Source: an optimization exercise on an open RTL-to-GDS flow (aim: small area and a short achievable clock period). Production flows keep margins and buffers that such runs may drop. The RTL was checked by simulation tests, not by an equivalence proof against the original design. No activity file was given, so power comes from the tool's default toggle rates.

==> flow/design.v (excerpt) <==
module cic_decim
  (
    input             clk_i,
    input             rst_i,
    input             en_i,
    input      [15:0] data_i,
    output     [15:0] data_o,
    input             act_i,
    input             act_out_i,
    output            val_o
  );
  localparam WS = 17;
  wire g   = en_i & act_i;
  reg  a0, a1, a2, a3, a4;
  wire upd = en_i & act_out_i & a4;
  reg  c0, c1, c2, c3, vint;
  always @(posedge clk_i) begin
    if (rst_i) begin
      a0 <= 1'b0; a1 <= 1'b0; a2 <= 1'b0; a3 <= 1'b0; a4 <= 1'b0;
    end else if (g) begin
      a0 <= 1'b1; a1 <= a0; a2 <= a1; a3 <= a2; a4 <= a3;
    end else if (en_i & act_out_i) begin
      a4 <= 1'b0;
    end
  end
  always @(posedge clk_i) begin
    if (rst_i) begin
      c0 <= 1'b0; c1 <= 1'b0; c2 <= 1'b0; c3 <= 1'b0;
    end else if (upd) begin
      c0 <= 1'b1; c1 <= c0; c2 <= c1; c3 <= c2;
    end
  end
  always @(posedge clk_i) begin
    if (rst_i)     vint <= 1'b0;
    else if (en_i) vint <= upd & c3;
  ...
Size: ~38 I/O pins, roughly 58000 µm² of cells after synthesis.
Settings: LEC_CHECK=0, CAP_MARGIN=20, CORE_MARGIN=2, CORE_UTILIZATION=40, SETUP_SLACK_MARGIN=2.0, SLEW_MARGIN=20; clock period 4.0 ns.
run.sh (not shown) runs the stock make flow with config.mk's settings and CLKGATE_MAP_FILE= SYNTH_SCRIPT=/design/flow/synth_recipe.tcl, a recipe that flattens the netlist after the stock synthesis.
The starting point produced a clean layout.
Change:
CORE_UTILIZATION = 70   (was 40)
SETUP_SLACK_MARGIN = 1.0   (was 2.0)
Outcome:
- worst setup slack gets worse by 0.041 ns
- global-route usage rose by 11 points
- clock-buffer cell count fell by 24
- design area fell by roughly a tenth
- sequential share of layout area rose by 3.7 points
- fmax fell slightly
Change:
CORE_UTILIZATION = 40   (was 70)
SETUP_SLACK_MARGIN = 1.5   (was 1.0)
What happened: The changed run completed with no timing, DRC or antenna violations; non-clock buffer count climbs by 252; routed wire length climbs by a few percent; power increases by a few percent; sequential share of layout area went down by 2.6 points; global-route usage drops by 12 points; cell count came out higher by roughly a tenth; synthesized area does not change; count of clock-buffer cells in the layout grows by 12; flip-flop and latch count is unchanged; first-iteration DRC count goes down by a quarter to a third.


lane 1:
Starting RTL as in the previous note.
Settings: LEC_CHECK=0, CAP_MARGIN=20, CORE_MARGIN=2, CORE_UTILIZATION=55, SETUP_SLACK_MARGIN=1.0, SLEW_MARGIN=20; clock period 4.0 ns.
In summary, lane 1 completed successfully, with a layout that passed the timing, DRC and antenna checks.
Input-level comparison between lane 2 and lane 1:
# lane 1
export LEC_CHECK = 0
export CAP_MARGIN = 20
export CORE_MARGIN = 2
export CORE_UTILIZATION = 55
export SETUP_SLACK_MARGIN = 1.0
export SLEW_MARGIN = 20
create_clock -name core_clock -period 4.0 [get_ports {clk_i}]
# lane 2
export LEC_CHECK = 0
export CAP_MARGIN = 20
export CORE_MARGIN = 2
export CORE_UTILIZATION = 40
export SETUP_SLACK_MARGIN = 1.0
export SLEW_MARGIN = 20
create_clock -name core_clock -period 4.0 [get_ports {clk_i}]
--- outcome ---
- Summary — maximum frequency, lane 2 relative to lane 1: higher, by about 4.3%.
- [lane 2] register share of the cell area fell 0.33 points relative to lane 1
- From lane 1 to lane 2 the numbers moved as follows: length of the first detailed-routing pass in iterations increased 2; final area increased 1.0%.
- Compared with lane 1, lane 2 improves register-to-register slack.
- Total power density per cell area delta (lane 1 -> lane 2): insignificant
- Summary — final core utilization, lane 2 relative to lane 1: lower, by 17 points.
- Time the worst path needs with I/O delays and setup was lower in the run labelled lane 2.


Another version of the RTL of cic_decim (not shown whole).
Size: roughly 8800 cells after synthesis, ~1000 flip-flops, ~38 I/O pins.
export LEC_CHECK = 0
export CAP_MARGIN = 20
export CORE_MARGIN = 2
export CORE_UTILIZATION = 40
export CTS_CLUSTER_DIAMETER = 100
export CTS_CLUSTER_SIZE = 30
export SETUP_SLACK_MARGIN = 1.5
export SLEW_MARGIN = 20
create_clock -name core_clock -period 4.0 [get_ports {clk_i}]
standard.sh (not shown) runs the stock make flow with config.mk's settings and CLKGATE_MAP_FILE= SYNTH_SCRIPT=/design/flow/synth_recipe.tcl, a recipe that flattens the netlist after the stock synthesis.
==> flow/flow/run.sh <==
#!/bin/bash
# The standard layout (standard.sh), except that synthesis maps the logic with
# ABC under a delay target (flow/abc_map.script) instead of ORFS's default ABC
# script, and leaves the adders to ABC too (no full/half-adder cell extraction).
# Everything else in synthesis is the standard script (synth_recipe.tcl:
# synth -nofsm -noshare, flatten, renames), so the registers are the standard
# synthesis's.
set -euo pipefail
here=$(pwd)
export MY_ABC_SCRIPT=$here/flow/abc_map.script

# ORFS's synth.tcl with only the abc call's script changed (and its -D dropped)
sed 's|log_cmd abc {\*}\$abc_args$|set abc_args [lreplace $abc_args 1 1 $::env(MY_ABC_SCRIPT)]; set di [lsearch $abc_args -D]; if {$di >= 0} { set abc_args [lreplace $abc_args $di [expr {$di+1}]] }; log_cmd abc {*}$abc_args|' \
  "$FLOW_HOME/scripts/synth.tcl" > my_orfs_synth0.tcl
# leave the adders' logic to ABC as well: no full/half-adder cell extraction
sed 's/^  extract_fa {\*}\[dont_use_extract_fa_args\]$/  # extract_fa skipped/' my_orfs_synth0.tcl > my_orfs_synth.tcl
grep -q MY_ABC_SCRIPT my_orfs_synth.tcl
grep -q "extract_fa skipped" my_orfs_synth.tcl

# The standard flow's synthesis script, sourcing the changed synth.tcl
sed "s|source \$::env(SCRIPTS_DIR)/synth.tcl|source $here/my_orfs_synth.tcl|" synth_recipe.tcl > my_synth.tcl
grep -q my_orfs_synth.tcl my_synth.tcl

# The standard layout, with that synthesis script
sed "s|SYNTH_SCRIPT=[^ ]*|SYNTH_SCRIPT=$here/my_synth.tcl|" standard.sh > my_standard.sh
grep -q my_synth.tcl my_standard.sh

bash my_standard.sh > make.log 2>&1
==> flow/flow/abc_map.script <==
strash
dch -f
map -D 1600
topo
buffer -p
upsize -D 1600
dnsize -D 1600
stime -p
The first run finished with timing, DRC and antenna clean.
Edit:
==> flow/flow/abc_map.script (replaced) <==
strash
dch -f
map -D 1400
topo
buffer -p
upsize -D 1400
dnsize -D 1400
stime -p
Effect: The changed run finished clean; combinational power fell by 5.7%; count of clock-buffer cells in the layout fell by 4; area after synthesis rose by 0.71%; critical path depth fell by 13; wire length rose by 0.49%.
Edit:
--- a/flow/flow/run.sh
+++ b/flow/flow/run.sh
@@ -3,6 +3,5 @@
 # ABC under a delay target (flow/abc_map.script) instead of ORFS's default ABC
-# script, and leaves the adders to ABC too (no full/half-adder cell extraction).
-# Everything else in synthesis is the standard script (synth_recipe.tcl:
-# synth -nofsm -noshare, flatten, renames), so the registers are the standard
-# synthesis's.
+# script.  Everything else in synthesis is the standard script
+# (synth_recipe.tcl: synth -nofsm -noshare, flatten, renames), so the registers
+# are the standard synthesis's.
 set -euo pipefail
@@ -13,7 +12,4 @@
 sed 's|log_cmd abc {\*}\$abc_args$|set abc_args [lreplace $abc_args 1 1 $::env(MY_ABC_SCRIPT)]; set di [lsearch $abc_args -D]; if {$di >= 0} { set abc_args [lreplace $abc_args $di [expr {$di+1}]] }; log_cmd abc {*}$abc_args|' \
-  "$FLOW_HOME/scripts/synth.tcl" > my_orfs_synth0.tcl
-# leave the adders' logic to ABC as well: no full/half-adder cell extraction
-sed 's/^  extract_fa {\*}\[dont_use_extract_fa_args\]$/  # extract_fa skipped/' my_orfs_synth0.tcl > my_orfs_synth.tcl
+  "$FLOW_HOME/scripts/synth.tcl" > my_orfs_synth.tcl
 grep -q MY_ABC_SCRIPT my_orfs_synth.tcl
-grep -q "extract_fa skipped" my_orfs_synth.tcl
 
==> flow/flow/abc_map.script (replaced) <==
strash
dch -f
map -D 1000
topo
buffer -p
upsize -D 1000
dnsize -D 1000
stime -p
What happened: Worst setup slack improved by 0.016 ns. Cell area went up by 2.3%. Die area climbs by 3.2%. Sequential cell count stays the same. First-iteration DRC count falls by 8.0%. Global-route usage went down by 0.30 points. Synthesized cell count drops by 8.5%. Critical path depth goes up by 11.
Edit:
==> flow/flow/abc_map.script (replaced) <==
strash
dch -f
map -D 1200
topo
buffer -p
upsize -D 1200
dnsize -D 1200
stime -p
Total power went down by 2.5%. Global-route usage is lower by 1.7 points. Wire length goes down by 12%. Core utilization increases by 0.28 points. Cell count drops by 4.9%. Worst setup slack gets better by 0.015 ns.
Edit:
--- a/flow/flow/run.sh
+++ b/flow/flow/run.sh
@@ -3,5 +3,6 @@
 # ABC under a delay target (flow/abc_map.script) instead of ORFS's default ABC
-# script.  Everything else in synthesis is the standard script
-# (synth_recipe.tcl: synth -nofsm -noshare, flatten, renames), so the registers
-# are the standard synthesis's.
+# script, and leaves the adders to ABC too (no full/half-adder cell extraction).
+# Everything else in synthesis is the standard script (synth_recipe.tcl:
+# synth -nofsm -noshare, flatten, renames), so the registers are the standard
+# synthesis's.
 set -euo pipefail
@@ -12,4 +13,7 @@
 sed 's|log_cmd abc {\*}\$abc_args$|set abc_args [lreplace $abc_args 1 1 $::env(MY_ABC_SCRIPT)]; set di [lsearch $abc_args -D]; if {$di >= 0} { set abc_args [lreplace $abc_args $di [expr {$di+1}]] }; log_cmd abc {*}$abc_args|' \
-  "$FLOW_HOME/scripts/synth.tcl" > my_orfs_synth.tcl
+  "$FLOW_HOME/scripts/synth.tcl" > my_orfs_synth0.tcl
+# leave the adders' logic to ABC as well: no full/half-adder cell extraction
+sed 's/^  extract_fa {\*}\[dont_use_extract_fa_args\]$/  # extract_fa skipped/' my_orfs_synth0.tcl > my_orfs_synth.tcl
 grep -q MY_ABC_SCRIPT my_orfs_synth.tcl
+grep -q "extract_fa skipped" my_orfs_synth.tcl
 
==> flow/flow/abc_map.script (replaced) <==
strash
dch -f
map -D 1400
topo
buffer -p
upsize -D 1400
dnsize -D 1400
stime -p
- SETUP_SLACK_MARGIN: 1.5 -> 1.7
The changed run finished with timing, DRC and antenna clean.
Setup slack is better by 0.046 ns.
First-iteration DRC count climbs by 46%.
Fmax climbs by 1.9%.

[port drivers added, routing unchanged]
The flow's constraints put no driver on any port. The routed layouts listed below were extracted and timed again, unchanged, in two steps. Step 1 assumes that a clkbuf_16 drives the clock port and a buf_2 every other input. Step 2 times the ports against the registers' clock, not the clock port: input delays grow and output delays shrink by t, the midpoint of the rising clock arrivals with the driver on. Slacks: ideal / step 1 / step 2; pairs: ideal / step 1.
| run | t (ns) | setup WS [ns] | hold slack, ns |
|---|---|---|---|
| the first run of note 1 | 0.788 | 0.924 / 0.924 / 0.753 | 0.413 / 0.380 / 0.447 |
| the second run of note 1 | 0.726 | 0.883 / 0.883 / 0.487 | 0.428 / 0.428 / 0.428 |
| the third run of note 1 | 0.798 | 0.994 / 0.994 / 0.807 | 0.387 / 0.355 / 0.423 |
| lane 1 | 0.758 | 0.836 / 0.836 / 0.409 | 0.446 / 0.446 / 0.446 |
| lane 2 | 0.802 | 0.966 / 0.966 / 0.343 | 0.358 / 0.332 / 0.414 |
| the first run of note 3 | 0.762 | 1.530 / 1.528 / 0.845 | 0.279 / 0.237 / 0.430 |
| the second run of note 3 | 0.754 | 1.538 / 1.461 / 0.741 | 0.456 / 0.456 / 0.456 |
| the third run of note 3 | 0.756 | 1.554 / 1.519 / 0.853 | 0.386 / 0.343 / 0.460 |
| the fourth run of note 3 | 0.754 | 1.570 / 1.493 / 0.882 | 0.413 / 0.379 / 0.437 |
| the fifth run of note 3 | 0.770 | 1.616 / 1.616 / 1.068 | 0.457 / 0.457 / 0.457 |
After both steps every run listed still meets setup and hold. For the second run of note 3, which loses most, drivers alone change the setup slack by -0.077 ns; drivers and shift together by -0.797 ns.
